From an optimization exercise on the open Yosys and OpenROAD flow, aimed at small area, a short achievable clock period and few clock cycles; shortcuts taken in it are not production practice. At most, simulation tests tie the RTL to the original design; equivalence was not proved. Function not checked in runs 3 to 5: the RTL went through the layout flow alone. Power and IR drop assume default switching activity.

[config.mk]
export PLATFORM = sky130hd
export DESIGN_NAME = cpu
export DESIGN_NICKNAME = cpu
export VERILOG_FILES = /design/flow/design.v
export SDC_FILE = /design/flow/constraint.sdc
export NUM_CORES = 4
export LEC_CHECK = 0
export CAP_MARGIN = 20
export CORE_MARGIN = 2
export CORE_UTILIZATION = 40
export CTS_BUF_LIST = sky130_fd_sc_hd__clkbuf_4 sky130_fd_sc_hd__clkbuf_8
export CTS_CLUSTER_SIZE = 30
export SLEW_MARGIN = 20
export SYNTH_HIERARCHICAL = 1
export TNS_END_PERCENT = 100
[constraint.sdc]
create_clock -name core_clock -period 10.0 [get_ports {clk}]
set_input_delay 2.0000 -clock core_clock [delete_from_list [all_inputs] [get_ports {clk}]]
set_output_delay 2.0000 -clock core_clock [all_outputs]
set_load 0.01 [all_outputs]
[design.v]
module pgcalc(a, bm, sh, andi, inv, cin, p, g, g0, b15);
  input [15:0] a, bm;
  input [1:0] sh;
  input andi, inv, cin;
  output [15:0] p, g;
  output g0, b15;
  wire s0 = ~sh[1] & ~sh[0];    
  wire sl = ~sh[1] &  sh[0];    
  wire sr =  sh[1];             
  wire sa =  sh[1] &  sh[0];    
  wire [15:0] nb;
  aoi222 sft(bm, {bm[14:0], 1'b0}, {sa & bm[15], bm[15:1]}, s0, sl, sr, nb);
  pgbits pgb(a, nb, andi, inv, cin, p, g);
  assign g0 = g[0];
  assign b15 = ~nb[15];
endmodule
module pgbits(a, nb, andi, inv, cin, p, g);
  input [15:0] a, nb;
  input andi, inv, cin;
  output [15:0] p, g;
  wire [15:0] bi = ~(nb ^ {16{inv}});
  wire [15:0] x  = a ^ bi;
  wire [15:0] y  = a & bi;
  assign p = andi ? y : x;
  assign g = andi ? 16'd0 : {y[15:1], y[0] | (x[0] & cin)};
endmodule
module adder_carries(p, g, cy);
  input [15:0] p, g;
  output [15:1] cy;
  wire [15:0] g1n, p1n, g2, p2, g3n, p3n, g4, p4;
  ks_aoi #(1) l1(g,   p,   g1n, p1n);
  ks_oai #(2) l2(g1n, p1n, g2,  p2);
  ks_aoi #(4) l3(g2,  p2,  g3n, p3n);
  ks_oai #(8) l4(g3n, p3n, g4,  p4);
  assign cy = g4[14:0];
endmodule
module ks_aoi(g, p, gn, pn);
  parameter D = 1;
  input [15:0] g, p;
  output [15:0] gn, pn;
  genvar i;
  generate
    for (i = 0; i < 16; i = i + 1) begin : b
      if (i >= D) begin : m
        assign gn[i] = ~(g[i] | (p[i] & g[i-D]));
        assign pn[i] = ~(p[i] & p[i-D]);
      end else begin : t
        assign gn[i] = ~g[i];
        assign pn[i] = ~p[i];
      end
    end
  endgenerate
endmodule
module ks_oai(gn, pn, g, p);
  parameter D = 1;
  input [15:0] gn, pn;
  output [15:0] g, p;
  genvar i;
  generate
    for (i = 0; i < 16; i = i + 1) begin : b
      if (i >= D) begin : m
        assign g[i] = ~(gn[i] & (pn[i] | gn[i-D]));
        assign p[i] = ~(pn[i] | pn[i-D]);
      end else begin : t
        assign g[i] = ~gn[i];
        assign p[i] = ~pn[i];
      end
    end
  endgenerate
endmodule
module cpu(clk,reset,s,load,in,out,N,V,Z,w);
  input clk, reset, s, load;
  input [15:0] in;
  output [15:0] out;
  output N, V, Z, w;
  reg [13:0] ir;
  wire [13:0] e = load ? {in[14], in[12:0]} : ir;
  always @(posedge clk)
    ir <= e;
  wire       movg = e[13];           
  wire [1:0] op   = e[12:11];        
  wire       movi = movg &  op[1];   
  wire       cmp  = ~movg & ~op[1] &  op[0];
  wire       andi = ~movg &  op[1] & ~op[0];
  wire       inv  = ~movg &  op[0];            
  wire       usea = ~movg & ~(op[1] & op[0]);  
  wire [2:0] rn = e[10:8];
  wire [1:0] sh = e[4:3];
  wire [2:0] rm = e[2:0];
  wire go = s & ~reset;
  reg pend;
  reg [15:0] r0, r1, r2, r3, r4, r5, r6, r7;
  wire [15:0] sum;
  wire        wmovi = ir[13] & ir[12];
  wire [15:0] wdata = wmovi ? {{8{ir[7]}}, ir[7:0]} : sum;
  wire [2:0]  wnum  = wmovi ? ir[10:8] : ir[7:5];
  wire [7:0]  wsel  = pend ? (8'd1 << wnum) : 8'd0;
  always @(posedge clk) begin
    pend <= go & ~cmp;
    if (wsel[0]) r0 <= wdata;
    if (wsel[1]) r1 <= wdata;
    if (wsel[2]) r2 <= wdata;
    if (wsel[3]) r3 <= wdata;
    if (wsel[4]) r4 <= wdata;
    if (wsel[5]) r5 <= wdata;
    if (wsel[6]) r6 <= wdata;
    if (wsel[7]) r7 <= wdata;
  end
  wire [127:0] rf = {r7, r6, r5, r4, r3, r2, r1, r0};
  wire [7:0] dn = 8'd1 << rn;
  wire [7:0] dm = 8'd1 << rm;
  wire [7:0] sa = {8{usea}} & dn & ~wsel;
  wire [7:0] sb = dm & ~wsel;
  wire fa = usea & |(dn & wsel);
  wire fb = |(dm & wsel);
  wire [15:0] a, bm;
  rdport pa(rf, wdata, sa, fa, a);
  rdport pb(rf, wdata, sb, fb, bm);
  wire [15:0] pn, gn;
  wire g0n, b15;
  pgcalc pg(a, bm, sh, andi, inv, cmp, pn, gn, g0n, b15);
  reg [15:0] p, g;
  reg vpre;
  reg cw, cf;
  always @(posedge clk) begin
    p    <= pn;
    g    <= {gn[15:1], g0n};
    vpre <= a[15] & b15;
    cw   <= go & ~cmp & ~movi;
    cf   <= go & cmp;
  end
  wire [15:0] cy;    
  adder_carries ac(p, g, cy[15:1]);
  assign cy[0] = cf;    
  assign sum = p ^ cy;
  wire [2:0] nvz = {sum[15], vpre & ~sum[15], &p};
  reg [15:0] c;
  reg [2:0]  st;
  always @(posedge clk) begin
    if (cw) c <= sum;
    if (cf) st <= nvz;
  end
  assign out = cw ? sum : c;
  assign {N, V, Z} = cf ? nvz : st;
  assign w = 1'b1;
endmodule
module rdport(rf, fw, sel, fsel, q);
  input [127:0] rf;
  input [15:0] fw;
  input [7:0] sel;
  input fsel;
  output [15:0] q;
  wire [15:0] n0, n1, n2;
  aoi222 g0(rf[15:0],    rf[31:16],   rf[47:32],   sel[0], sel[1], sel[2], n0);
  aoi222 g1(rf[63:48],   rf[79:64],   rf[95:80],   sel[3], sel[4], sel[5], n1);
  aoi222 g2(rf[111:96],  rf[127:112], fw,          sel[6], sel[7], fsel,   n2);
  assign q = ~(n0 & n1 & n2);
endmodule
module aoi222(d0, d1, d2, s0, s1, s2, q);
  input [15:0] d0, d1, d2;
  input s0, s1, s2;
  output [15:0] q;
  assign q = ~(({16{s0}} & d0) | ({16{s1}} & d1) | ({16{s2}} & d2));
endmodule
[flow/run.sh]
#!/bin/bash
# Layout: the standard ORFS flow (standard.sh: unchanged synthesis,
# floorplan, power grid, placement, CTS and routing), with two settings
# beyond config.mk's list:
#  - the port buffers that global placement inserts are buf_2 cells
#    (buffer_ports otherwise picks a slow delay buffer);
#  - repair_timing aims at MARGIN ns of setup slack.
# The clock, the constraints and the checks are unchanged.
set -euo pipefail
MARGIN=${MARGIN:-5}
bash standard.sh "BUFFER_PORTS_ARGS=-buffer_cell sky130_fd_sc_hd__buf_2" \
  "SETUP_SLACK_MARGIN=$MARGIN" "RECOVER_POWER=${RECOVER:-100}" finish > orfs_make.log 2>&1
[standard.sh]
#!/bin/bash
# synth_recipe.tcl (not shown) runs the flow's synth.tcl, then flattens the netlist and writes it again
# the make line also repeats each setting of config.mk as NAME=value (left out here)
make -C /OpenROAD-flow-scripts/flow DESIGN_CONFIG=/design/flow/config.mk WORK_HOME=/design/flow/orfs CLKGATE_MAP_FILE= SYNTH_SCRIPT=/design/flow/synth_recipe.tcl "${@:-finish}"
==> qor.yml, run 1 <==
status: "finished with violations"
violatedChecks: "max-capacitance violations, max-slew violations"
route.detailed.wl_per_inst_um: 24.2
dp_slack_ps: 4380
cellPowerDensity_nw_per_um2: 237
vias_in_the_first_global_route: 6820
wirelength_met1_um: 9900
dr_wl_met3_um: 2770
via_count: 6754
clock.fmax_mhz: 167
grt_antenna_before_repair: 0
synth_area_per_cell_um2: 12.5
multiInputGateArea_um2: 3330
timing.critical_path.arrival_ps: 6360
diodes: 0
placedInstanceArea_um2: 9420
cts.sinks: 196
criticalPathCategory: "in2reg"
io_buffers: 36
total_cts_buffers: 17
detail_route.first_pass.iterations: 9
setup_ws_ps: 4020
pin_count_of_the_biggest_net_entering_global_routing: 33
fin_worst_skew_ps: 12.8
gp_congestion: 0.857
hold_class: "reg2reg"
track_usage: 0.216
final-hold-violation-count: 0
total_leakage_power_nw: 3.34
finalNonFillerCells: 1056
warnings_synthesis: 7
finalCritPeriodShare: 0.598
detail_route.drc_violations: 0
highest_layer: "met4"
timing_max_transition_violations_final: 18
dp.cells: 1024
grt.overflow.total: 0
wl_met2_um: 12300
max_cap_violation_count: 1
finalWirelength_um: 25600
clockRootBuffer: "sky130_fd_sc_hd__clkbuf_8"
tritoncts: "yes"
sum_of_negative_setup_slack_ps: 0
clock_latency_ps: 470
final_period_minus_worst_setup_slack_ps: 5980
antenna_left: 0
initialDrtViolationCount: 1316
final_area_um2: 9720
core-area_um2: 21900
post_layout_nets: 800
post_synth_inst_count: 718
fillerInstances: 2031
cts_max_level: 4
grt_pass1_wl_um: 38800
fp-row-count: 54
dp.final_hpwl_um: 16600
critical_path.endpoint_type: "register"
via_to_cell_ratio: 6.40
drive_above_1_share: 0.116
register_area_um2: 5240
path_max_fanout: 22
path_clk_slew_ps: 100
worst_ir_drop_vdd_mv: 0.0933
timing.final.setup_violations: 0
finish.utilization: 0.444
timing_worst_slew_pin_value_ps: 1840
chipHeight_um: 154
setup_repair_after_global_routing_missed_its_margin: "no"
cts_max_path_buffers: 2
netlist_area_um2: 8960
dieArea_um2: 23600
slew_headroom: -0.229
start_kind: "input pin"
cts_hold_repair.buffers: 0
syn2layout_area_growth_pct: 8.52
initial_utilization: 0.409
die_x_um: 154
worst_ep_required_time_ps: 10370
ioPinCount: 40
-- metal layers --
metal / up-vias / track usage
li1: 3040 / -
met1: 3268 / 0.267
met2: 394 / 0.354
met3: 52 / 0.0600
met4: 0 / 0.0939
met5: - / 0
-- path summary, 6_finish.rpt --
kind / start / to / slack [ps] / cells after the start
worst max-delay path: load / p[15] / 4020 / 14
worst min-delay path: st[1] / st[1] / 480 / 2
worst max register to register: ir[12] / p[15] / 4370 / 14
worst min register to register: st[1] / st[1] / 480 / 2
-- worst max-delay path, stage by stage --
cell and delay (ps):
sky130_fd_sc_hd__clkbuf_1 790, sky130_fd_sc_hd__mux2i_1 570, sky130_fd_sc_hd__inv_1 190, sky130_fd_sc_hd__nand2_1 140
sky130_fd_sc_hd__nor3_1 70, sky130_fd_sc_hd__clkbuf_1 530, sky130_fd_sc_hd__a222oi_1 460, sky130_fd_sc_hd__nand3_1 220
sky130_fd_sc_hd__and3_2 260, sky130_fd_sc_hd__a222oi_1 230, sky130_fd_sc_hd__clkbuf_1 210, sky130_fd_sc_hd__xnor2_1 90
sky130_fd_sc_hd__ha_1 330, sky130_fd_sc_hd__mux2_2 260
-- report_power, final --
group | switching (mW) | internal (mW) | leakage [nW]
combinational | 0.434 | 0.206 | 1.41
clock | 0.293 | 0.229 | 0.199
sequential | 0.0826 | 1.06 | 1.73
total | 0.810 | 1.50 | 3.34
-- placed cells by master (no fill, tap or decap), types with 23 or more instances in the layout --
cell / instances
sky130_fd_sc_hd__nand2_1: 34
sky130_fd_sc_hd__a222oi_1: 112
sky130_fd_sc_hd__inv_1: 23
sky130_fd_sc_hd__a21oi_1: 61
sky130_fd_sc_hd__clkbuf_1: 30
sky130_fd_sc_hd__edfxtp_1: 131
sky130_fd_sc_hd__nor2_1: 49
sky130_fd_sc_hd__nand3_1: 35
sky130_fd_sc_hd__xnor2_1: 33
sky130_fd_sc_hd__dfxtp_1: 65
-- through the flow --
stage	hold WS (ps)	power, mW
final	477	2.31
after global routing	510	2.43
after CTS	477	2.32
after detailed placement	461	1.80
after global placement	458	1.78
after floorplan	481	1.57
-- layout make-up --
class                      instances  area share
clock buffer                      17      0.0241
clock inverter                    14      0.0175
inverter                          25     0.00965
multi-input combinational        462       0.342
sequential                       196       0.538
tap                              280      0.0360
timing repair buffer              62      0.0322
-- repair_timing --
| item | CTS | global route |
|---|---|---|
| setup endpoints to repair | 1 | 7 |
| setup buffers | 0 | 1 |
| endpoints found under the hold margin | 0 | 0 |
| pin swaps | 0 | 1 |
| gates resized for setup | 2 | 2 |
Testbench counts, summed over its fixed seeds: cycles 16,000.
==> run 2: changes to the inputs <==
==> flow/run.sh (replaced) <==
#!/bin/bash
# Layout: the standard ORFS flow (standard.sh: unchanged synthesis,
# floorplan, power grid, placement, CTS and routing), with two settings
# beyond config.mk's list:
#  - the port buffers that global placement inserts are buf_1 cells
#    (buffer_ports otherwise picks a slow delay buffer);
#  - repair_timing aims at MARGIN ns of setup slack.
# The clock, the constraints and the checks are unchanged.
set -euo pipefail
MARGIN=${MARGIN:-5.5}
bash standard.sh "BUFFER_PORTS_ARGS=-buffer_cell sky130_fd_sc_hd__buf_1" \
  "SETUP_SLACK_MARGIN=$MARGIN" finish > orfs_make.log 2>&1
--- a/config.mk
+++ b/config.mk
@@ -9,7 +9,7 @@
 export CORE_MARGIN = 2
 export CORE_UTILIZATION = 40
 export CTS_BUF_LIST = sky130_fd_sc_hd__clkbuf_4 sky130_fd_sc_hd__clkbuf_8
-export CTS_CLUSTER_SIZE = 30
+export CTS_CLUSTER_SIZE = 40
 export SLEW_MARGIN = 20
 export SYNTH_HIERARCHICAL = 1
 export TNS_END_PERCENT = 100
==> run 2 against run 1 <==
The run now finishes clean; clock-buffer cell count is 1 higher; setup slack better by 1500 ps; global-route usage is 0.36 points lower; sequential power hardly changed.
==> qor.yml, run 2 <==
status: "complete, no violations"
antenna_left: 0
setup_repair_after_global_routing_missed_its_margin: "yes"
ff2ff_setup_slack_ps: 6140
dp.final_hpwl_um: 16600
final_area_um2: 10200
grt.overflow.total: 0
route.detailed.wl_per_inst_um: 24.2
core-area_um2: 21900
clock_latency_ps: 470
sum_of_negative_setup_slack_ps: 0
cts_max_level: 4
final_period_minus_worst_setup_slack_ps: 4490
total_leakage_power_nw: 3.51
most-common-layout-cells: "131 x sky130_fd_sc_hd__edfxtp_1, 112 x sky130_fd_sc_hd__a222oi_1, 65 x sky130_fd_sc_hd__dfxtp_1"
slew_headroom: 0.298
timing.final.setup_violations: 0
warnings_synthesis: 7
syn2layout_area_growth_pct: 13.4
fp-row-count: 54
max_cap_violation_count: 0
fin_worst_skew_ps: 19.7
via_count: 6910
ioPinCount: 40
tritoncts: "yes"
drive_above_1_share: 0.179
criticalPathCategory: "in2reg"
start_kind: "input pin"
grt_antenna_before_repair: 0
gp_congestion: 0.874
initialDrtViolationCount: 1426
min_delay_path_depth: 2
pin_count_of_the_biggest_net_entering_global_routing: 33
post_synth_inst_count: 718
hold_class: "reg2reg"
timing.critical_path.arrival_ps: 4860
dieArea_um2: 23600
finalWirelength_um: 26200
diodes: 0
worst_ir_drop_vdd_mv: 0.0700
netlist_area_um2: 8960
finalCritPeriodShare: 0.449
cts_max_path_buffers: 2
clockRootBuffer: "sky130_fd_sc_hd__clkbuf_8"
track_usage: 0.212
worst_ep_required_time_ps: 10360
cts.sinks: 196
final-hold-violation-count: 0
chipHeight_um: 154
detail_route.drc_violations: 0
synth_area_per_cell_um2: 12.5
clock.fmax_mhz: 223
cellPowerDensity_nw_per_um2: 229
critical_path.endpoint_type: "register"
detail_route.first_pass.iterations: 11
total_cts_buffers: 17
io_buffers: 36
path_max_fanout: 8
initial_utilization: 0.409
placedInstanceArea_um2: 9460
layout_commonest_cell: "sky130_fd_sc_hd__edfxtp_1"
path_clk_slew_ps: 100
post_layout_nets: 823
vias_in_the_first_global_route: 6728
grt_pass1_wl_um: 38200
worst_r2r_path_depth: 13
die_x_um: 154
timing_max_transition_violations_final: 0
via_to_cell_ratio: 6.40
timing_worst_slew_pin_value_ps: 1050
fillerInstances: 1941
run 2: worst max-delay path: stages:
cell	delay [ps]
sky130_fd_sc_hd__buf_8	80
sky130_fd_sc_hd__buf_12	130
sky130_fd_sc_hd__mux2i_4	300
sky130_fd_sc_hd__inv_4	90
sky130_fd_sc_hd__nand2_4	100
sky130_fd_sc_hd__nor3_4	60
sky130_fd_sc_hd__buf_6	150
sky130_fd_sc_hd__a222oi_1	410
sky130_fd_sc_hd__nand3_1	270
sky130_fd_sc_hd__a222oi_1	510
sky130_fd_sc_hd__xnor2_1	140
sky130_fd_sc_hd__ha_1	340
sky130_fd_sc_hd__mux2_4	260
run 2: layer usage:
metal | part of all wire | routed length, um | vias to the layer above | global-route usage
met5 | 0 | 0 | - | 0
met4 | 0.033 | 863 | 0 | 0.0896
met3 | 0.10 | 2730 | 72 | 0.0592
met2 | 0.48 | 12500 | 429 | 0.350
met1 | 0.39 | 10100 | 3326 | 0.262
li1 | - | - | 3083 | -
run 2: metrics by stage:
step	std cells	total power, mW	hold slack, ps	setup slack (ps)	util
4_1_cts	1064	2.30	481	5520	0.454
5_1_grt	1080	2.45	496	5450	0.464
6_report	1080	2.33	477	5510	0.464
2_1_floorplan	718	1.57	481	5450	-
3_3_place_gp	1024	1.77	461	4540	0.432
3_5_place_dp	1024	1.80	465	4460	0.432
run 2: final timing paths:
check / startpoint / endpoint
max reg2reg: ir[12] / p[4]
max: load / p[2]
min reg2reg: c[14] / c[14]
min: c[14] / c[14]
run 2: timing repair:
| action | CTS | global route |
|---|---|---|
| pin swaps | 9 | 30 |
| buffers inserted | 8 | 12 |
| hold buffers | 0 | 0 |
| endpoints found under the hold margin | 0 | 0 |
| setup endpoints to repair | 31 | 23 |
| gates resized for setup | 5 | 26 |
| cloned | 0 | 4 |
run 2: final cells by class:
class / count / area [um2] / area share
timing repair buffer: 85 / 599 / 0.0590
clock buffer: 18 / 241 / 0.0238
multi-input combinational: 462 / 3500 / 0.344
clock inverter: 14 / 140 / 0.0138
inverter: 25 / 96.3 / 0.00948
sequential: 196 / 5240 / 0.515
tap: 280 / 350 / 0.0345
run 2: power breakdown:
part | switching (mW) | internal (mW)
clock network | 0.295 | 0.208
logic | 0.450 | 0.233
registers | 0.0817 | 1.06
total | 0.827 | 1.50
==> run 3: changes to the inputs <==
--- a/design.v
+++ b/design.v
@@ -1,18 +1,12 @@
-module pgcalc(a, bm, sh, andi, inv, cin, p, g, g0, b15);
-  input [15:0] a, bm;
+module shifter(bm, sh, nb);
+  input [15:0] bm;
   input [1:0] sh;
-  input andi, inv, cin;
-  output [15:0] p, g;
-  output g0, b15;
+  output [15:0] nb;
   wire s0 = ~sh[1] & ~sh[0];    
   wire sl = ~sh[1] &  sh[0];    
   wire sr =  sh[1];             
   wire sa =  sh[1] &  sh[0];    
-  wire [15:0] nb;
   aoi222 sft(bm, {bm[14:0], 1'b0}, {sa & bm[15], bm[15:1]}, s0, sl, sr, nb);
-  pgbits pgb(a, nb, andi, inv, cin, p, g);
-  assign g0 = g[0];
-  assign b15 = ~nb[15];
 endmodule
 module pgbits(a, nb, andi, inv, cin, p, g);
   input [15:0] a, nb;
@@ -116,24 +110,26 @@
   wire [15:0] a, bm;
   rdport pa(rf, wdata, sa, fa, a);
   rdport pb(rf, wdata, sb, fb, bm);
-  wire [15:0] pn, gn;
-  wire g0n, b15;
-  pgcalc pg(a, bm, sh, andi, inv, cmp, pn, gn, g0n, b15);
-  reg [15:0] p, g;
-  reg vpre;
+  wire [15:0] nb;    
+  shifter shb(bm, sh, nb);
+  reg [15:0] ar, nbr;
+  reg andr, invr;
   reg cw, cf;
   always @(posedge clk) begin
-    p    <= pn;
-    g    <= {gn[15:1], g0n};
-    vpre <= a[15] & b15;
+    ar   <= a;
+    nbr  <= nb;
+    andr <= andi;
+    invr <= inv;
     cw   <= go & ~cmp & ~movi;
     cf   <= go & cmp;
   end
+  wire [15:0] p, g;
+  pgbits pgb(ar, nbr, andr, invr, cf, p, g);    
   wire [15:0] cy;    
   adder_carries ac(p, g, cy[15:1]);
-  assign cy[0] = cf;    
+  assign cy[0] = cf;
   assign sum = p ^ cy;
-  wire [2:0] nvz = {sum[15], vpre & ~sum[15], &p};
+  wire [2:0] nvz = {sum[15], ar[15] & ~nbr[15] & ~sum[15], &p};
   reg [15:0] c;
   reg [2:0]  st;
   always @(posedge clk) begin
==> flow/run.sh (replaced) <==
#!/bin/bash
# Layout: the standard ORFS flow (standard.sh: unchanged synthesis,
# floorplan, power grid, placement, CTS and routing), with two settings
# beyond config.mk's list:
#  - the port buffers that global placement inserts are buf_2 cells
#    (buffer_ports otherwise picks a slow delay buffer);
#  - repair_timing aims at MARGIN ns of setup slack.
# The clock, the constraints and the checks are unchanged.
set -euo pipefail
MARGIN=${MARGIN:-5}
bash standard.sh "BUFFER_PORTS_ARGS=-buffer_cell sky130_fd_sc_hd__buf_2" \
  "SETUP_SLACK_MARGIN=$MARGIN" finish > orfs_make.log 2>&1
--- a/config.mk
+++ b/config.mk
@@ -9,7 +9,7 @@
 export CORE_MARGIN = 2
 export CORE_UTILIZATION = 40
 export CTS_BUF_LIST = sky130_fd_sc_hd__clkbuf_4 sky130_fd_sc_hd__clkbuf_8
-export CTS_CLUSTER_SIZE = 40
+export CTS_CLUSTER_SIZE = 30
 export SLEW_MARGIN = 20
 export SYNTH_HIERARCHICAL = 1
 export TNS_END_PERCENT = 100
==> run 3 against run 2 <==
Core utilization rose by 0.16 points; still clean; register-to-register slack improved by 170 ps; highest routed layer unchanged; via count fell by 0.74%; critical path type is now reg2out; hold slack got worse by 15 ps; sequential share of layout area fell by 1.0 points; cell count rose by 0.93%; non-clock buffer count fell by 3; synthesized cell count rose by 1.1%; cell area rose by 2.8%; largest power group unchanged.
==> qor.yml, run 3 <==
status: "complete, no violations"
initial_utilization: 0.404
grt_pass1_wl_um: 37900
criticalPathCategory: "reg2out"
cts_max_path_buffers: 2
dp.final_hpwl_um: 16300
wp_depth: 12
worst-path-buf-inv: 3
core-area_um2: 22400
worst_ir_drop_vdd_mv: 0.0818
drive_above_1_share: 0.275
syn2layout_area_growth_pct: 15.2
path_max_fanout: 6
synth_area_per_cell_um2: 12.5
sum_of_negative_setup_slack_ps: 0
layout_commonest_cell: "sky130_fd_sc_hd__edfxtp_1"
worst_r2r_path_depth: 17
detail_route.first_pass.iterations: 13
path_clk_slew_ps: 100
track_usage: 0.211
hold_class: "reg2reg"
timing.critical_path.arrival_ps: 2910
most-common-layout-cells: "131 x sky130_fd_sc_hd__edfxtp_1, 112 x sky130_fd_sc_hd__a222oi_1, 66 x sky130_fd_sc_hd__dfxtp_1"
critical_path.endpoint: "out[9]"
pin_count_of_the_biggest_net_entering_global_routing: 33
via_to_cell_ratio: 6.29
via_count: 6859
cts_max_level: 4
total_leakage_power_nw: 3.73
ff2ff_setup_slack_ps: 6310
start_kind: "register"
critPathLaunch: "invr"
grt_antenna_before_repair: 0
slew_headroom: 0.300
antenna_left: 0
post_synth_inst_count: 726
worst_ep_required_time_ps: 8000
gp_congestion: 0.904
die_x_um: 155
fillerInstances: 2054
setup_repair_after_global_routing_missed_its_margin: "yes"
io_buffers: 36
cpLargestDelayFamily: "buffers and inverters"
route.detailed.wl_per_inst_um: 23.3
finalCritPeriodShare: 0.491
detail_route.drc_violations: 0
initialDrtViolationCount: 1143
cp_slowest_cell: "sky130_fd_sc_hd__dfxtp_4"
ioPinCount: 40
post_layout_nets: 828
fp-row-count: 55
max_stage_delay_ps: 400
timing_worst_slew_pin_value_ps: 1050
warnings_synthesis: 7
clockRootBuffer: "sky130_fd_sc_hd__clkbuf_8"
cellPowerDensity_nw_per_um2: 242
final_period_minus_worst_setup_slack_ps: 4910
timing.final.setup_violations: 0
max_cap_violation_count: 0
final-hold-violation-count: 0
timing.rr.end: "nbr[15]"
hold-worst-slack_ps: 462
clock.fmax_mhz: 204
tritoncts: "yes"
cp_cell_sequence: "buf_6 -> buf_4 -> xnor2_2 -> ha_1 -> mux2_4 -> nand2_1 -> nor2_1 -> a21oi_1 -> o21ai_2 -> xnor2_2 -> a21oi_1 -> buf_2"
vias_in_the_first_global_route: 6583
dieArea_um2: 23900
netlist_area_um2: 9070
total_cts_buffers: 17
clock_latency_ps: 470
grt.overflow.total: 0
fin_worst_skew_ps: 16.1
diodes: 0
finalWirelength_um: 25400
timing_max_transition_violations_final: 0
cts.sinks: 198
critical_path.endpoint_type: "output pin"
chipHeight_um: 155
r2r_start: "invr"
## run 3: area by class of cell
cell class	count	area, um2	area share
clock buffers	18	241	0.0231
clock inverters	14	133	0.0127
inverters	27	103	0.00982
multi-input cells	466	3800	0.363
flip-flops and latches	198	5280	0.505
well taps	285	357	0.0341
repair buffers	82	542	0.0518
## run 3: worst min path at each step
stage / cells past startpoint / start / endpoint
6_report: 2 / st[1] / st[1]
5_1_grt: 2 / st[1] / st[1]
4_1_cts: 2 / c[14] / c[14]
3_5_place_dp: 2 / c[13] / c[13]
3_3_place_gp: 2 / c[15] / c[15]
2_1_floorplan: 2 / r5[0] / ar[0]
## run 3: per-stage QoR
step / instance area [um2] / utilization / power, mW / setup WS, ps / cells
6_report: 10500 / 0.466 / 2.53 / 5090 / 1090
5_1_grt: 10500 / 0.466 / 2.66 / 4950 / 1090
4_1_cts: 10200 / 0.454 / 2.43 / 4970 / 1082
3_5_place_dp: 9610 / 0.428 / 1.87 / 4800 / 1039
3_3_place_gp: 9610 / 0.428 / 1.86 / 4780 / 1039
2_1_floorplan: 9070 / - / 1.63 / 5690 / 726
## run 3: power by group
group | total, mW | internal [mW] | switching (mW)
Clock | 0.492 | 0.187 | 0.305
Combinational | 0.925 | 0.349 | 0.576
Sequential | 1.11 | 1.07 | 0.0421
## run 3: what timing repair did
item	in CTS	in global routing
hold buffers	0	0
endpoints found under the setup margin	18	15
setup buffers	11	8
pin swaps	7	15
resized for setup	23	49
## run 3: worst min-delay path: stages (launching register included)
cell                      delay (ps)
sky130_fd_sc_hd__dfxtp_1         320
sky130_fd_sc_hd__inv_1            60
sky130_fd_sc_hd__o21ai_2          50
## run 3: layer usage
metal  wire length, um  track usage
met5                 0            0
met4               597       0.0820
met1             10700        0.281
met2             12200        0.347
met3              1890       0.0359
==> run 4: changes to the inputs <==
--- a/design.v
+++ b/design.v
@@ -8,15 +8,14 @@
   wire sa =  sh[1] &  sh[0];    
   aoi222 sft(bm, {bm[14:0], 1'b0}, {sa & bm[15], bm[15:1]}, s0, sl, sr, nb);
 endmodule
-module pgbits(a, nb, andi, inv, cin, p, g);
+module halfadd(a, nb, inv, cin, x, y);
   input [15:0] a, nb;
-  input andi, inv, cin;
-  output [15:0] p, g;
+  input inv, cin;
+  output [15:0] x, y;
   wire [15:0] bi = ~(nb ^ {16{inv}});
-  wire [15:0] x  = a ^ bi;
-  wire [15:0] y  = a & bi;
-  assign p = andi ? y : x;
-  assign g = andi ? 16'd0 : {y[15:1], y[0] | (x[0] & cin)};
+  wire [15:0] y0 = a & bi;
+  assign x = a ^ bi;
+  assign y = {y0[15:1], y0[0] | (x[0] & cin)};
 endmodule
 module adder_carries(p, g, cy);
   input [15:0] p, g;
@@ -112,24 +111,26 @@
   rdport pb(rf, wdata, sb, fb, bm);
   wire [15:0] nb;    
   shifter shb(bm, sh, nb);
-  reg [15:0] ar, nbr;
-  reg andr, invr;
+  wire [15:0] xn, yn;
+  halfadd ha(a, nb, inv, cmp, xn, yn);
+  reg [15:0] xr, yr;
+  reg andr, vpre;
   reg cw, cf;
   always @(posedge clk) begin
-    ar   <= a;
-    nbr  <= nb;
+    xr   <= xn;
+    yr   <= yn;
     andr <= andi;
-    invr <= inv;
+    vpre <= a[15] & ~nb[15];
     cw   <= go & ~cmp & ~movi;
     cf   <= go & cmp;
   end
-  wire [15:0] p, g;
-  pgbits pgb(ar, nbr, andr, invr, cf, p, g);    
+  wire [15:0] p = andr ? yr : xr;
+  wire [15:0] g = andr ? 16'd0 : yr;
   wire [15:0] cy;    
   adder_carries ac(p, g, cy[15:1]);
   assign cy[0] = cf;
   assign sum = p ^ cy;
-  wire [2:0] nvz = {sum[15], ar[15] & ~nbr[15] & ~sum[15], &p};
+  wire [2:0] nvz = {sum[15], vpre & ~sum[15], &p};
   reg [15:0] c;
   reg [2:0]  st;
   always @(posedge clk) begin
==> run 4 against run 3 <==
Combinational power down 21%; routed wire length up 1.8%; non-clock buffer count down 22; core utilization down 2.0 points; area after synthesis up 3.4%; hold slack better by 3.6 ps; global-route usage down 0.35 points; setup slack better by 2.0 ps; clock skew up 11 ps; total power down 5.0%; sequential share of layout area up 0.38 points; clock-buffer cell count unchanged; highest routed layer unchanged.
==> qor.yml, run 4 <==
max_stage_delay_ps: 500
detail_route.drc_violations: 0
placedInstanceArea_um2: 9900
route.detailed.wl_per_inst_um: 23.1
sum_of_negative_setup_slack_ps: 0
via_to_cell_ratio: 6.14
finish.utilization: 0.446
power.internal_mw: 1.56
final_period_minus_worst_setup_slack_ps: 4910
path_max_fanout: 18
critical_path.endpoint_type: "register"
pwr_total_mw: 2.41
finalCritPeriodShare: 0.491
criticalPathCategory: "in2reg"
final-hold-violation-count: 0
warnings_synthesis: 7
detail_route.first_pass.iterations: 10
timing.critical_path.mode_cell: "sky130_fd_sc_hd__a222oi_1"
netlist_area_um2: 9380
tritoncts: "yes"
chipHeight_um: 157
initialDrtViolationCount: 1291
synth_area_per_cell_um2: 12.6
clock.fmax_mhz: 204
cts_max_path_buffers: 2
worst_ep_required_time_ps: 10350
total_cts_buffers: 17
dp.cells: 1087
cpLargestDelayFamily: "compound AO/OA/AOI/OAI gates"
die_x_um: 157
grt_antenna_before_repair: 0
timing.final.setup_violations: 0
path_clk_slew_ps: 100
max_cap_violation_count: 0
finalNonFillerCells: 1119
start_kind: "input pin"
drive_above_1_share: 0.218
finalWirelength_um: 25800
post_synth_inst_count: 745
cellPowerDensity_nw_per_um2: 232
cp_slowest_cell: "sky130_fd_sc_hd__a222oi_1"
switching_share: 0.352
most-common-layout-cells: "131 x sky130_fd_sc_hd__edfxtp_1, 112 x sky130_fd_sc_hd__a222oi_1, 67 x sky130_fd_sc_hd__dfxtp_1"
worst_ir_drop_vdd_mv: 0.0900
clockRootBuffer: "sky130_fd_sc_hd__clkbuf_8"
layout_commonest_cell: "sky130_fd_sc_hd__edfxtp_1"
vias_in_the_first_global_route: 6647
total_leakage_power_nw: 3.73
diodes: 0
fin_worst_skew_ps: 26.7
status: "complete, no violations"
worst-path-buf-inv: 2
timing_worst_slew_pin_value_ps: 988
cp_cell_sequence: "buf_2 -> mux2i_4 -> mux4_2 -> nand2_1 -> a211oi_2 -> buf_4 -> a222oi_1 -> nand3_1 -> a222oi_1 -> xnor2_1 -> ha_1"
syn2layout_area_growth_pct: 10.5
track_usage: 0.208
final_area_um2: 10400
via_count: 6867
clock_latency_ps: 480
grt.overflow.total: 0
total_switching_power_uw: 846
initial_utilization: 0.403
io_buffers: 36
grt_pass1_wl_um: 38300
share_seq_of_total_power: 0.464
hold_class: "reg2reg"
fp-row-count: 56
share_of_total_power_in_the_clock_network: 0.232
cts.sinks: 198
slew_headroom: 0.339
comb_power_share: 0.304
gp_congestion: 0.919
cts_hold_repair.buffers: 0
post_layout_nets: 823
ioPinCount: 40
antenna_left: 0
setup_repair_after_global_routing_missed_its_margin: "no"
cts_max_level: 4
dieArea_um2: 24700
timing.critical_path.arrival_ps: 5260
pin_count_of_the_biggest_net_entering_global_routing: 38
dp.final_hpwl_um: 17000
core-area_um2: 23300
timing_max_transition_violations_final: 0
==> run 4: worst paths after layout <==
check                            from      to  slack, ps  depth (start not counted)
worst max-delay path             load  xr[15]       5090                         11
worst min-delay path            st[0]   st[0]        470                          2
worst max register to register   andr  xr[15]       6040                         14
worst min register to register  st[0]   st[0]        470                          2
==> run 4: area by class of cell <==
type / count / area [um2]
Fill cell: 2165 / 12900
Sequential cell: 198 / 5280
Multi-Input combinational cell: 476 / 3750
Tap cell: 319 / 399
Timing Repair Buffer: 60 / 373
Clock buffer: 18 / 241
Clock inverter: 14 / 200
Inverter: 34 / 128
==> run 4: through the flow <==
| stage | worst slack (ps) | hold slack [ps] |
|---|---|---|
| 2_1_floorplan | 5550 | 487 |
| 3_3_place_gp | 4700 | 444 |
| 3_5_place_dp | 4700 | 435 |
| 4_1_cts | 5010 | 469 |
| 5_1_grt | 5000 | 495 |
| 6_report | 5090 | 466 |
==> run 4: layer usage <==
metal / up-vias / GRT usage / routed length (um) / part of all wire
met5: - / 0 / 0 / 0
met4: 0 / 0.0805 / 610 / 0.024
met3: 49 / 0.0385 / 2380 / 0.092
met2: 373 / 0.349 / 12500 / 0.48
met1: 3345 / 0.265 / 10300 / 0.40
li1: 3100 / - / - / -
==> run 4: timing repair <==
action	CTS	global route
endpoints found under the hold margin	0	0
gates resized for setup	1	6
gates cloned	0	0
pin swaps	0	0
setup buffers	0	0
endpoints found under the setup margin	3	4
==> run 4: tightest hold or removal path, stage by stage (launching register included) <==
cell and delay (ps):
sky130_fd_sc_hd__dfxtp_1 320, sky130_fd_sc_hd__nand2_1 50, sky130_fd_sc_hd__o41ai_1 60
==> run 4: power by group through the flow <==
stage                     Combinational, mW  Clock (mW)  Sequential, mW
after CTS                             0.715       0.569            1.12
after floorplan                       0.497           0            1.11
after global routing                  0.800       0.596            1.13
after global placement                0.704           0            1.13
after detailed placement              0.709           0            1.13
final                                 0.730       0.558            1.12
==> run 5: changes to the inputs <==
--- a/design.v
+++ b/design.v
@@ -1,21 +1,28 @@
-module shifter(bm, sh, nb);
-  input [15:0] bm;
+module pgcalc(a, bm, sh, andi, inv, cin, p, g, g0, b15);
+  input [15:0] a, bm;
   input [1:0] sh;
-  output [15:0] nb;
+  input andi, inv, cin;
+  output [15:0] p, g;
+  output g0, b15;
   wire s0 = ~sh[1] & ~sh[0];    
   wire sl = ~sh[1] &  sh[0];    
   wire sr =  sh[1];             
   wire sa =  sh[1] &  sh[0];    
+  wire [15:0] nb;
   aoi222 sft(bm, {bm[14:0], 1'b0}, {sa & bm[15], bm[15:1]}, s0, sl, sr, nb);
+  pgbits pgb(a, nb, andi, inv, cin, p, g);
+  assign g0 = g[0];
+  assign b15 = ~nb[15];
 endmodule
-module halfadd(a, nb, inv, cin, x, y);
+module pgbits(a, nb, andi, inv, cin, p, g);
   input [15:0] a, nb;
-  input inv, cin;
-  output [15:0] x, y;
+  input andi, inv, cin;
+  output [15:0] p, g;
   wire [15:0] bi = ~(nb ^ {16{inv}});
-  wire [15:0] y0 = a & bi;
-  assign x = a ^ bi;
-  assign y = {y0[15:1], y0[0] | (x[0] & cin)};
+  wire [15:0] x  = a ^ bi;
+  wire [15:0] y  = a & bi;
+  assign p = andi ? y : x;
+  assign g = andi ? 16'd0 : {y[15:1], y[0] | (x[0] & cin)};
 endmodule
 module adder_carries(p, g, cy);
   input [15:0] p, g;
@@ -67,7 +74,8 @@
   output [15:0] out;
   output N, V, Z, w;
   reg [13:0] ir;
-  wire [13:0] e = load ? {in[14], in[12:0]} : ir;
+  wire [13:0] ei = {in[14], in[12:0]};
+  wire [13:0] e = load ? ei : ir;
   always @(posedge clk)
     ir <= e;
   wire       movg = e[13];           
@@ -100,35 +108,31 @@
     if (wsel[7]) r7 <= wdata;
   end
   wire [127:0] rf = {r7, r6, r5, r4, r3, r2, r1, r0};
-  wire [7:0] dn = 8'd1 << rn;
-  wire [7:0] dm = 8'd1 << rm;
-  wire [7:0] sa = {8{usea}} & dn & ~wsel;
-  wire [7:0] sb = dm & ~wsel;
-  wire fa = usea & |(dn & wsel);
-  wire fb = |(dm & wsel);
+  wire usea_i = ~ei[13] & ~(ei[12] & ei[11]);   
+  wire usea_r = ~ir[13] & ~(ir[12] & ir[11]);
+  wire [7:0] sa, sb;
+  wire fa, fb;
+  rdsel sela(ei[10:8], ir[10:8], usea_i, usea_r, load, wsel, sa, fa);
+  rdsel selb(ei[2:0],  ir[2:0],  1'b1,   1'b1,   load, wsel, sb, fb);
   wire [15:0] a, bm;
   rdport pa(rf, wdata, sa, fa, a);
   rdport pb(rf, wdata, sb, fb, bm);
-  wire [15:0] nb;    
-  shifter shb(bm, sh, nb);
-  wire [15:0] xn, yn;
-  halfadd ha(a, nb, inv, cmp, xn, yn);
-  reg [15:0] xr, yr;
-  reg andr, vpre;
+  wire [15:0] pn, gn;
+  wire g0n, b15;
+  pgcalc pg(a, bm, sh, andi, inv, cmp, pn, gn, g0n, b15);
+  reg [15:0] p, g;
+  reg vpre;
   reg cw, cf;
   always @(posedge clk) begin
-    xr   <= xn;
-    yr   <= yn;
-    andr <= andi;
-    vpre <= a[15] & ~nb[15];
+    p    <= pn;
+    g    <= {gn[15:1], g0n};
+    vpre <= a[15] & b15;
     cw   <= go & ~cmp & ~movi;
     cf   <= go & cmp;
   end
-  wire [15:0] p = andr ? yr : xr;
-  wire [15:0] g = andr ? 16'd0 : yr;
   wire [15:0] cy;    
   adder_carries ac(p, g, cy[15:1]);
-  assign cy[0] = cf;
+  assign cy[0] = cf;    
   assign sum = p ^ cy;
   wire [2:0] nvz = {sum[15], vpre & ~sum[15], &p};
   reg [15:0] c;
@@ -140,6 +144,21 @@
   assign out = cw ? sum : c;
   assign {N, V, Z} = cf ? nvz : st;
   assign w = 1'b1;
+endmodule
+module rdsel(ni, nr, ui, ur, load, wsel, sel, f);
+  input [2:0] ni, nr;
+  input ui, ur, load;
+  input [7:0] wsel;
+  output [7:0] sel;
+  output f;
+  wire [7:0] di = {8{ui}} & (8'd1 << ni);
+  wire [7:0] dr = {8{ur}} & (8'd1 << nr);
+  wire [7:0] si = di & ~wsel;
+  wire [7:0] sr = dr & ~wsel;
+  wire fi = |(di & wsel);
+  wire fr = |(dr & wsel);
+  assign sel = load ? si : sr;
+  assign f   = load ? fi : fr;
 endmodule
 module rdport(rf, fw, sel, fsel, q);
   input [127:0] rf;
--- a/flow/run.sh
+++ b/flow/run.sh
@@ -7,6 +7,6 @@
 #  - repair_timing aims at MARGIN ns of setup slack.
 # The clock, the constraints and the checks are unchanged.
 set -euo pipefail
-MARGIN=${MARGIN:-5}
+MARGIN=${MARGIN:-5.5}
 bash standard.sh "BUFFER_PORTS_ARGS=-buffer_cell sky130_fd_sc_hd__buf_2" \
   "SETUP_SLACK_MARGIN=$MARGIN" finish > orfs_make.log 2>&1
==> run 5 against run 4 <==
Clock-buffer cell count unchanged; largest cell class unchanged; critical path type unchanged; sequential power increased by 4%; combinational power is 2% lower; largest power group unchanged.
==> qor.yml, run 5 <==
wp_depth: 11
antenna_left: 0
cts_max_path_buffers: 2
status: "complete, no violations"
cts.sinks: 196
hold-worst-slack_ps: 472
timing_worst_slew_pin_value_ps: 1080
path_clk_slew_ps: 110
vias_in_the_first_global_route: 6679
total_leakage_power_nw: 3.61
final_period_minus_worst_setup_slack_ps: 4440
worst-path-buf-inv: 2
grt_pass1_wl_um: 38600
critical_path.endpoint_type: "register"
placedInstanceArea_um2: 9850
via_count: 7222
route.detailed.wl_per_inst_um: 22.8
die_x_um: 158
slew_headroom: 0.278
cp_slowest_cell: "sky130_fd_sc_hd__a222oi_1"
dp.cells: 1120
netlist_area_um2: 9440
warnings_synthesis: 7
cp_cell_sequence: "buf_2 -> buf_12 -> nor3_1 -> a41oi_1 -> nor2_4 -> a222oi_1 -> nand3_1 -> a222oi_1 -> xnor2_1 -> ha_1 -> mux2_2"
core-area_um2: 23300
timing_max_transition_violations_final: 0
finalNonFillerCells: 1166
setup_ws_ps: 5560
ioPinCount: 40
criticalPathCategory: "in2reg"
diodes: 0
most-common-layout-cells: "137 x sky130_fd_sc_hd__edfxtp_1, 114 x sky130_fd_sc_hd__a222oi_1, 66 x sky130_fd_sc_hd__a21oi_1"
path_max_fanout: 27
gp_congestion: 0.888
post_layout_nets: 870
finalCritPeriodShare: 0.444
max_stage_delay_ps: 500
detail_route.first_pass.iterations: 9
initial_utilization: 0.404
tritoncts: "yes"
start_kind: "input pin"
finalWirelength_um: 26500
cts_max_level: 4
detail_route.drc_violations: 0
hold_class: "reg2reg"
clock.fmax_mhz: 225
total_cts_buffers: 17
layout_commonest_cell: "sky130_fd_sc_hd__edfxtp_1"
cellPowerDensity_nw_per_um2: 230
timing.critical_path.arrival_ps: 4810
cpLargestDelayFamily: "compound AO/OA/AOI/OAI gates"
sum_of_negative_setup_slack_ps: 0
clockRootBuffer: "sky130_fd_sc_hd__clkbuf_8"
timing.critical_path.mode_cell: "sky130_fd_sc_hd__a222oi_1"
synth_area_per_cell_um2: 11.9
io_buffers: 36
clock_latency_ps: 480
post_synth_inst_count: 790
track_usage: 0.212
via_to_cell_ratio: 6.19
initialDrtViolationCount: 1358
drive_above_1_share: 0.187
dieArea_um2: 24800
fin_worst_skew_ps: 14.7
final_area_um2: 10500
min_delay_path_depth: 2
max_cap_violation_count: 0
fillerInstances: 2193
final-hold-violation-count: 0
worst_ir_drop_vdd_mv: 0.0919
chipHeight_um: 158
worst_r2r_path_depth: 15
grt_antenna_before_repair: 0
dp_slack_ps: 4770
fp-row-count: 56
syn2layout_area_growth_pct: 10.9
pin_count_of_the_biggest_net_entering_global_routing: 55
cts_hold_repair.buffers: 0
grt.overflow.total: 0
dp.final_hpwl_um: 16400
worst_ep_required_time_ps: 10360
timing.final.setup_violations: 0
setup_repair_after_global_routing_missed_its_margin: "yes"
## run 5: power by group
part,switching (mW),internal (mW)
sequential,0.0849,1.08
clock,0.309,0.212
combinational,0.463,0.253
## run 5: repair_timing
| action | 4_1_cts | 5_1_grt |
|---|---|---|
| endpoints found under the setup margin | 14 | 29 |
| gates cloned | 1 | 2 |
| resized for setup | 8 | 19 |
| pin swaps | 2 | 15 |
| buffers inserted | 1 | 10 |
## run 5: final timing paths
| check | startpoint | to | slack (ps) |
|---|---|---|---|
| max | load | p[1] | 5560 |
| min | c[12] | c[12] | 470 |
| max reg2reg | ir[9] | p[5] | 5650 |
| min reg2reg | c[12] | c[12] | 470 |
## run 5: final cells by class
type	count	area [um2]	area share
clock buffer	18	241	0.0231
tap	319	399	0.0381
inverter	23	86.3	0.00825
sequential	196	5300	0.506
multi-input combinational	530	3820	0.365
clock inverter	14	160	0.0153
timing repair buffer	66	460	0.0440
## run 5: stage by stage
| stage | power [mW] | util |
|---|---|---|
| detailed placement | 1.87 | 0.422 |
| floorplan | 1.64 | - |
| finish | 2.41 | 0.449 |
| CTS | 2.39 | 0.442 |
| global route | 2.53 | 0.449 |
| global placement | 1.86 | 0.422 |
## run 5: layer usage
metal | GRT usage | share of wire | up-vias | wire length (um)
li1 | - | - | 3309 | -
met1 | 0.283 | 0.41 | 3447 | 10900
met2 | 0.331 | 0.46 | 418 | 12200
met3 | 0.0515 | 0.10 | 48 | 2760
met4 | 0.0840 | 0.023 | 0 | 597
met5 | 0 | 0 | - | 0
## run 5: tightest hold or removal path, delay by kind of cell, from the launching register on
kind            cells  cell delay, ps
compound gates      1              50
flops               1             310
simple gates        1              70

port drivers added, routing unchanged:
No port has a modelled driver above. Below, the same layouts with a new extraction and two added sets of constraints. Step 1 assumes that a clkbuf_16 drives the clock port and a buf_2 every other input. Step 2 also shifts input and output timing later by t, the mid clock arrival at the registers, as if the neighbouring blocks saw the same clock. Slacks: ideal / step 1 / step 2; pairs: ideal / step 1.
| run | shift t [ns] | setup WS [ns] | clock arrival spread, ns | pins driven straight from the clock port |
|---|---|---|---|---|
| run 1 | 0.512 | 4.015 / 4.030 / 3.519 | 0.013 / 0.013 | 1 |
| run 2 | 0.504 | 5.506 / 5.496 / 4.992 | 0.020 / 0.020 | 1 |
| run 3 | 0.502 | 5.090 / 5.050 / 4.977 | 0.016 / 0.017 | 1 |
| run 4 | 0.504 | 5.092 / 5.113 / 4.609 | 0.027 / 0.026 | 1 |
| run 5 | 0.510 | 5.556 / 5.567 / 5.057 | 0.015 / 0.015 | 1 |
For run 2, which loses most, drivers alone change the setup slack by -0.010 ns; drivers and shift together by -0.514 ns.
